Source: an optimization exercise on an open RTL-to-GDS flow (aim: small area, a short achievable clock period and few clock cycles). Production flows keep margins and buffers that such runs may drop. No activity file was given, so power comes from the tool's default toggle rates.

==> flow/design.v <==
module CORDIC_angles_ROM_comb (
    input  wire [3:0]  which_angle,
    input  wire        hyp,
    input  wire        lin,
    input  wire [3:0]  e,
    input  wire        a_en,
    output wire [15:0] angle_out
);
    wire [3:0]  i = which_angle;
    wire [15:0] tbl =
        (i == 4'd0) ? 16'b0011001001000100 :                                    
        (i == 4'd1) ? (hyp ? 16'b0010001100101000 : 16'b0001110110101100) :     
        (i == 4'd2) ? (hyp ? 16'b0001000001011001 : 16'b0000111110101110) :     
        (i == 4'd3) ? (hyp ? 16'b0000100000001011 : 16'b0000011111110101) :     
                      (hyp ? 16'b0000010000000001 : 16'b0000001111111111);      
    wire [3:0]  p   = lin ? e : (4'd14 - i);
    wire        en  = lin ? a_en : 1'b1;
    wire [15:0] dec = en ? (16'd1 << p) : 16'd0;
    assign angle_out = (!lin && i < 4'd5) ? tbl : dec;
endmodule
module CORDIC_iteration (
    input  [15:0] x, y, z,
    input  [15:0] x_s, y_s,
    input  [15:0] delta_z,
    input         sigma,      
    input         hyp,
    output [15:0] next_x, next_y, next_z
);
    wire sub_x = sigma ^ hyp;
    bk_add16 ax (.a(x), .b(y_s ^ {16{sub_x}}),  .ci(sub_x),  .s(next_x));
    bk_add16 ay (.a(y), .b(x_s ^ {16{~sigma}}), .ci(~sigma), .s(next_y));
    bk_add16 az (.a(z), .b(delta_z ^ {16{sigma}}), .ci(sigma), .s(next_z));
endmodule
module bk_add16 (
    input  [15:0] a, b,
    input         ci,
    output [15:0] s
);
    wire [15:0] p = a ^ b;
    wire [15:0] g0 = a & b;
    wire [15:0] g = {g0[15:1], g0[0] | (p[0] & ci)};
    wire g10 = g[1] | p[1] & g[0],     p10 = p[1] & p[0];
    wire g32 = g[3] | p[3] & g[2],     p32 = p[3] & p[2];
    wire g54 = g[5] | p[5] & g[4],     p54 = p[5] & p[4];
    wire g76 = g[7] | p[7] & g[6],     p76 = p[7] & p[6];
    wire g98 = g[9] | p[9] & g[8],     p98 = p[9] & p[8];
    wire gba = g[11] | p[11] & g[10],  pba = p[11] & p[10];
    wire gdc = g[13] | p[13] & g[12],  pdc = p[13] & p[12];
    wire g30 = g32 | p32 & g10,        p30 = p32 & p10;
    wire g74 = g76 | p76 & g54,        p74 = p76 & p54;
    wire gb8 = gba | pba & g98,        pb8 = pba & p98;
    wire g70 = g74 | p74 & g30;
    wire [14:0] c;
    assign c[0]  = g[0];
    assign c[1]  = g10;
    assign c[3]  = g30;
    assign c[7]  = g70;
    assign c[11] = gb8 | pb8 & c[7];
    assign c[5]  = g54 | p54 & c[3];
    assign c[9]  = g98 | p98 & c[7];
    assign c[13] = gdc | pdc & c[11];
    assign c[2]  = g[2] | p[2] & c[1];
    assign c[4]  = g[4] | p[4] & c[3];
    assign c[6]  = g[6] | p[6] & c[5];
    assign c[8]  = g[8] | p[8] & c[7];
    assign c[10] = g[10] | p[10] & c[9];
    assign c[12] = g[12] | p[12] & c[11];
    assign c[14] = g[14] | p[14] & c[13];
    assign s = p ^ {c, ci};
endmodule
module CORDIC (
    input             clk,
    input             rst_n,
    input             start,
    input      [1:0]  mode_in,
    input             rot_in,
    input      [4:0]  s,
    input      [15:0] A,
    input      [15:0] B,
    input             a_wr,      
    input             b_wr,      
    input      [15:0] AB_next,   
    input             rd4,       
    input             rd5,       
    output     [15:0] rdata,     
    output     [1:0]  status,
    output reg        done
);
    localparam signed [15:0] K_INV_Q = 16'sd9949;
    localparam signed [15:0] K_HYP   = 16'b0100110101001000;
    reg  [1:0] mode;
    reg        rot;
    reg        busy, fin;
    reg  [3:0] cnt;
    reg  [3:0] k;
    reg  signed [15:0] x, y, z;
    wire lin  = (mode == 2'b01);
    wire hyp  = (mode == 2'b10);
    wire circ = (mode == 2'b00);
    reg        rep;
    wire [3:0] sh = cnt;
    function [3:0] msb_abs;
        input [15:0] v;
        reg [15:0] u, c;
        reg t;
        integer i;
        begin
            u = v ^ {16{v[15]}};
            t = v[15];
            for (i = 0; i < 16; i = i + 1) begin
                c[i] = u[i] | t;
                t = t & u[i];
            end
            msb_abs = 4'd0;
            for (i = 0; i < 16; i = i + 1)
                if (c[i]) msb_abs = i[3:0];
        end
    endfunction
    reg  [3:0] msb_a, msb_b;
    wire [3:0] msb_w = msb_abs(AB_next);
    always @(posedge clk) begin
        if (!rst_n) begin
            msb_a <= 4'd0;
            msb_b <= 4'd0;
        end else begin
            if (a_wr) msb_a <= msb_w;
            if (b_wr) msb_b <= msb_w;
        end
    end
    wire [5:0] k_d   = {2'b0, msb_b} - (rot_in ? {1'b0, s} : {2'b0, msb_a});
    wire [3:0] k_new = k_d[5] ? 4'd0 : k_d[3:0];
    reg pre;
    function [15:0] rev16;
        input [15:0] v;
        integer i;
        begin
            for (i = 0; i < 16; i = i + 1) rev16[i] = v[15 - i];
        end
    endfunction
    wire signed [15:0] x_s = x >>> sh;
    wire        [15:0] ysh_in = busy ? y : rev16(y);
    wire        [31:0] ysh_ext = {{16{busy & y[15]}}, ysh_in} >> cnt;
    wire        [15:0] y_s = ysh_ext[15:0];
    wire [15:0] dz;
    wire [3:0] kk  = rot ? 4'd0 : k;
    wire [5:0] e   = {1'b0, s} + {2'b0, kk} - {2'b0, sh};
    wire        a_en = ({1'b0, sh} <= s) && (e < 6'd16);
    CORDIC_angles_ROM_comb angles_rom (
        .which_angle(sh), .hyp(hyp), .lin(lin), .e(e[3:0]), .a_en(a_en),
        .angle_out(dz)
    );
    wire iter  = busy & ~pre;
    wire [15:0] x_sg = x_s & {16{iter}};
    wire [15:0] y_sg = y_s & {16{iter & ~lin}};     
    wire [15:0] dz_g = dz & {16{iter}};
    wire sigma = rot ? ~z[15] : y[15];
    wire [15:0] nx, ny, nz;
    CORDIC_iteration iter_stage (
        .x(x), .y(y), .z(z), .x_s(x_sg), .y_s(y_sg), .delta_z(dz_g),
        .sigma(sigma), .hyp(hyp),
        .next_x(nx), .next_y(ny), .next_z(nz)
    );
    wire last = ~pre & (cnt == 4'd11);
    always @(posedge clk) begin
        if (!rst_n) begin
            busy <= 1'b0;
            fin  <= 1'b0;
            done <= 1'b0;
        end else begin
            done <= busy & last;
            if (start) begin
                busy <= 1'b1;
                fin  <= 1'b0;
            end else if (busy & last) begin
                busy <= 1'b0;
                fin  <= 1'b1;
            end
        end
    end
    always @(posedge clk) begin
        if (start) begin
            mode <= mode_in;
            rot  <= rot_in;
            k    <= k_new;
            cnt  <= (mode_in == 2'b01) ? k_new :
                    (mode_in == 2'b10) ? 4'd1 : 4'd0;
            pre  <= (mode_in == 2'b01);
            rep  <= 1'b0;
        end else if (busy) begin
            if (pre) begin
                pre <= 1'b0;
                cnt <= 4'd0;
            end else begin
                if (last)
                    cnt <= k;
                else if (hyp && cnt == 4'd4 && !rep)
                    rep <= 1'b1;
                else
                    cnt <= cnt + 4'd1;
            end
        end
    end
    always @(posedge clk) begin
        if (start) begin
            x <= (rot_in && mode_in != 2'b01) ?
                     ((mode_in == 2'b10) ? K_HYP : K_INV_Q) : A;
            y <= (rot_in && mode_in != 2'b01) ? 16'd0 : B;
            z <= rot_in ? A : 16'd0;
        end else if (busy & pre) begin
            x <= nx;
            y <= rot ? 16'd0 : y_s;
            z <= rot ? y_s : nz;
        end else begin
            x <= nx;
            y <= ny;
            z <= nz;
        end
    end
    wire m3   = (mode == 2'b11);
    wire r4   = rd4 & ~m3;
    wire r5   = rd5 & ~m3;
    wire s_x  = r4 & ~lin;
    wire s_yl = r4 & lin & rot;
    wire s_z  = (r4 & lin & ~rot) | (r5 & ~(rot ^ lin));
    wire s_y  = r5 & (rot ^ lin);
    assign rdata = ({16{s_x}} & x) | ({16{s_yl}} & rev16(y_s)) |
                   ({16{s_z}} & z) | ({16{s_y}} & y);
    assign status = {fin, busy};
endmodule
`default_nettype none
module tqvp_CORDIC (
    input         clk,
    input         rst_n,
    input  [7:0]  ui_in,
    output [7:0]  uo_out,
    input [5:0]   address,
    input [31:0]  data_in,
    input [1:0]   data_write_n,
    input [1:0]   data_read_n,
    output [31:0] data_out,
    output        data_ready,
    output        user_interrupt
);
    reg  [15:0] A, B;
    reg  [4:0]  shift;
    wire [15:0] rdata;
    wire [1:0]  status;
    wire        done;
    wire wr    = (data_write_n != 2'b11);
    wire wr_hi = (data_write_n[1] != data_write_n[0]);
    wire start = wr && (address == 6'h0) && data_in[0];
    wire a_wr  = wr && (address == 6'h1);
    wire b_wr  = wr && (address == 6'h2);
    wire [15:0] AB_next = {wr_hi ? data_in[15:8] : (address[1] ? B[15:8] : A[15:8]),
                           data_in[7:0]};
    always @(posedge clk) begin
        if (!rst_n) begin
            A     <= 16'd0;
            B     <= 16'd0;
            shift <= 5'd11;
        end else begin
            if (a_wr)                     A       <= AB_next;
            if (b_wr)                     B       <= AB_next;
            if (address == 6'h3 && wr)    shift   <= data_in[4:0];
        end
    end
    CORDIC cordic_module (
        .clk(clk), .rst_n(rst_n),
        .start(start), .mode_in(data_in[2:1]), .rot_in(data_in[3]),
        .s(shift), .A(A), .B(B), .a_wr(a_wr), .b_wr(b_wr), .AB_next(AB_next),
        .rd4(sel4), .rd5(sel5), .rdata(rdata), .status(status), .done(done)
    );
    wire hi0  = (address[5:3] == 3'b000);
    wire sel0 = hi0 & (address[2:0] == 3'b000);
    wire sel4 = hi0 & (address[2:0] == 3'b100);
    wire sel5 = hi0 & (address[2:0] == 3'b101);
    wire sel6 = hi0 & (address[2:0] == 3'b110);
    assign data_out = ({32{sel0}} & 32'hbadcaffe) |
                      {16'b0, rdata} |
                      {30'b0, {2{sel6}} & status};
    assign data_ready     = 1'b1;
    assign user_interrupt = done;
    assign uo_out         = {6'b0, status};
    wire _unused = &{data_read_n, ui_in, data_in[31:16], 1'b0};
endmodule
clock: 12.0 ns
lec_check: 0
abc_area: 1
cap_margin: 20
core_margin: 2
core_utilization: 60
setup_slack_margin: 5
slew_margin: 20
tns_end_percent: 100
standard.sh (not shown) runs the stock make flow with config.mk's settings and CLKGATE_MAP_FILE= SYNTH_SCRIPT=/design/flow/synth_recipe.tcl, a recipe that flattens the netlist after the stock synthesis.
==> flow/flow/run.sh <==
#!/bin/bash
set -euo pipefail
bash standard.sh SETUP_SLACK_MARGIN=6 finish > flow_make.log 2>&1
The starting point completed with no timing, DRC or antenna violations.
==> next run, changes <==
--- a/flow/design.v
+++ b/flow/design.v
@@ -1,10 +1,7 @@
 module CORDIC_angles_ROM_comb (
     input  wire [3:0]  which_angle,
     input  wire        hyp,
-    input  wire        lin,
-    input  wire [3:0]  e,
-    input  wire        a_en,
     output wire [15:0] angle_out
 );
     wire [3:0]  i = which_angle;
     wire [15:0] tbl =
@@ -12,12 +9,10 @@
         (i == 4'd1) ? (hyp ? 16'b0010001100101000 : 16'b0001110110101100) :     
         (i == 4'd2) ? (hyp ? 16'b0001000001011001 : 16'b0000111110101110) :     
         (i == 4'd3) ? (hyp ? 16'b0000100000001011 : 16'b0000011111110101) :     
                       (hyp ? 16'b0000010000000001 : 16'b0000001111111111);      
-    wire [3:0]  p   = lin ? e : (4'd14 - i);
-    wire        en  = lin ? a_en : 1'b1;
-    wire [15:0] dec = en ? (16'd1 << p) : 16'd0;
-    assign angle_out = (!lin && i < 4'd5) ? tbl : dec;
+    wire [3:0]  p = 4'd14 - i;
+    assign angle_out = (i < 4'd5) ? tbl : (16'd1 << p);
 endmodule
 module CORDIC_iteration (
     input  [15:0] x, y, z,
     input  [15:0] x_s, y_s,
@@ -79,12 +74,12 @@
     input      [15:0] B,
     input             a_wr,      
     input             b_wr,      
     input      [15:0] AB_next,   
-    input             rd4,       
-    input             rd5,       
-    output     [15:0] rdata,     
+    output     [15:0] out1,
+    output     [15:0] out2,
     output     [1:0]  status,
+    output            zero_out,
     output reg        done
 );
     localparam signed [15:0] K_INV_Q = 16'sd9949;
     localparam signed [15:0] K_HYP   = 16'b0100110101001000;
@@ -126,10 +121,11 @@
             if (a_wr) msb_a <= msb_w;
             if (b_wr) msb_b <= msb_w;
         end
     end
-    wire [5:0] k_d   = {2'b0, msb_b} - (rot_in ? {1'b0, s} : {2'b0, msb_a});
-    wire [3:0] k_new = k_d[5] ? 4'd0 : k_d[3:0];
+    wire [4:0] k_mul = ({1'b0, msb_b} > s) ? ({1'b0, msb_b} - s) : 5'd0;
+    wire [3:0] k_div = (msb_b > msb_a) ? (msb_b - msb_a) : 4'd0;
+    wire [3:0] k_new = rot_in ? k_mul[3:0] : k_div;
     reg pre;
     function [15:0] rev16;
         input [15:0] v;
         integer i;
@@ -140,16 +136,14 @@
     wire signed [15:0] x_s = x >>> sh;
     wire        [15:0] ysh_in = busy ? y : rev16(y);
     wire        [31:0] ysh_ext = {{16{busy & y[15]}}, ysh_in} >> cnt;
     wire        [15:0] y_s = ysh_ext[15:0];
-    wire [15:0] dz;
+    wire [15:0] ang;
+    CORDIC_angles_ROM_comb angles_rom (.which_angle(sh), .hyp(hyp), .angle_out(ang));
     wire [3:0] kk  = rot ? 4'd0 : k;
     wire [5:0] e   = {1'b0, s} + {2'b0, kk} - {2'b0, sh};
-    wire        a_en = ({1'b0, sh} <= s) && (e < 6'd16);
-    CORDIC_angles_ROM_comb angles_rom (
-        .which_angle(sh), .hyp(hyp), .lin(lin), .e(e[3:0]), .a_en(a_en),
-        .angle_out(dz)
-    );
+    wire [15:0] alpha = (({1'b0, sh} <= s) && (e < 6'd16)) ? (16'd1 << e[3:0]) : 16'd0;
+    wire [15:0] dz = lin ? alpha : ang;
     wire iter  = busy & ~pre;
     wire [15:0] x_sg = x_s & {16{iter}};
     wire [15:0] y_sg = y_s & {16{iter & ~lin}};     
     wire [15:0] dz_g = dz & {16{iter}};
@@ -215,18 +209,12 @@
             y <= ny;
             z <= nz;
         end
     end
-    wire m3   = (mode == 2'b11);
-    wire r4   = rd4 & ~m3;
-    wire r5   = rd5 & ~m3;
-    wire s_x  = r4 & ~lin;
-    wire s_yl = r4 & lin & rot;
-    wire s_z  = (r4 & lin & ~rot) | (r5 & ~(rot ^ lin));
-    wire s_y  = r5 & (rot ^ lin);
-    assign rdata = ({16{s_x}} & x) | ({16{s_yl}} & rev16(y_s)) |
-                   ({16{s_z}} & z) | ({16{s_y}} & y);
+    assign out1   = lin ? (rot ? rev16(y_s) : z) : x;
+    assign out2   = (rot ^ lin) ? y : z;
     assign status = {fin, busy};
+    assign zero_out = (mode == 2'b11);
 endmodule
 `default_nettype none
 module tqvp_CORDIC (
     input         clk,
@@ -242,11 +230,12 @@
     output        user_interrupt
 );
     reg  [15:0] A, B;
     reg  [4:0]  shift;
-    wire [15:0] rdata;
+    wire [15:0] out1, out2;
     wire [1:0]  status;
     wire        done;
+    wire        zero_out;    
     wire wr    = (data_write_n != 2'b11);
     wire wr_hi = (data_write_n[1] != data_write_n[0]);
     wire start = wr && (address == 6'h0) && data_in[0];
     wire a_wr  = wr && (address == 6'h1);
@@ -267,17 +256,17 @@
     CORDIC cordic_module (
         .clk(clk), .rst_n(rst_n),
         .start(start), .mode_in(data_in[2:1]), .rot_in(data_in[3]),
         .s(shift), .A(A), .B(B), .a_wr(a_wr), .b_wr(b_wr), .AB_next(AB_next),
-        .rd4(sel4), .rd5(sel5), .rdata(rdata), .status(status), .done(done)
+        .out1(out1), .out2(out2), .status(status), .zero_out(zero_out), .done(done)
     );
-    wire hi0  = (address[5:3] == 3'b000);
-    wire sel0 = hi0 & (address[2:0] == 3'b000);
-    wire sel4 = hi0 & (address[2:0] == 3'b100);
-    wire sel5 = hi0 & (address[2:0] == 3'b101);
-    wire sel6 = hi0 & (address[2:0] == 3'b110);
+    wire hi0   = (address[5:3] == 3'b000);
+    wire sel0  = hi0 & (address[2:0] == 3'b000);
+    wire sel45 = hi0 & (address[2:1] == 2'b10) & ~zero_out;
+    wire sel6  = hi0 & (address[2:0] == 3'b110);
+    wire [15:0] out12 = address[0] ? out2 : out1;
     assign data_out = ({32{sel0}} & 32'hbadcaffe) |
-                      {16'b0, rdata} |
+                      {16'b0, {16{sel45}} & out12} |
                       {30'b0, {2{sel6}} & status};
     assign data_ready     = 1'b1;
     assign user_interrupt = done;
     assign uo_out         = {6'b0, status};
Outcome: The changed run ran to the end with no violations. Sequential share of layout area drops by 1.0 points. First-iteration DRC count goes down by 5.0%. Global-route usage increases by 0.56 points. Hold slack gains 0.042 ns. Total power is higher by 1.3%. Register-to-register slack is better by 0.07 ns. Worst setup slack gets better by 0.14 ns. Utilization increases by 0.12 points. Synthesized area increases by 5.3%. Clock skew hardly moves. Combinational power increases by about 4%. Die area rose by 5.2%. Design area goes up by 5.2%. Via count went up by 6.9%.
No run of this note included a check of the RTL's function; only the layout flow was run.

==> separate check: timing with driven ports <==
No port has a modelled driver above. Below, the same layouts with a new extraction and two added sets of constraints.
Step 1 (the two cells are an assumption about what drives the block):
set clk [get_ports {clk}]
set_driving_cell -lib_cell sky130_fd_sc_hd__clkbuf_16 $clk
set_driving_cell -lib_cell sky130_fd_sc_hd__buf_2 [delete_from_list [all_inputs] $clk]
Step 2 times the ports against the registers' clock, not the clock port: input delays grow and output delays shrink by t, the midpoint of the rising clock arrivals with the driver on.
Slacks: no drivers / after step 1 / after step 2; pairs: no drivers / after step 1.
run | shift t [ns] | slack for setup (ns) | pins driven straight from the clock port
the first run | 0.404 | 5.567 / 5.509 / 5.509 | 1
the second run | 0.403 | 5.708 / 5.686 / 5.686 | 1
After both steps every run listed still meets setup and hold. The setup slack of the first run, which loses most, moves by -0.058 ns with the drivers and by -0.058 ns with both steps.
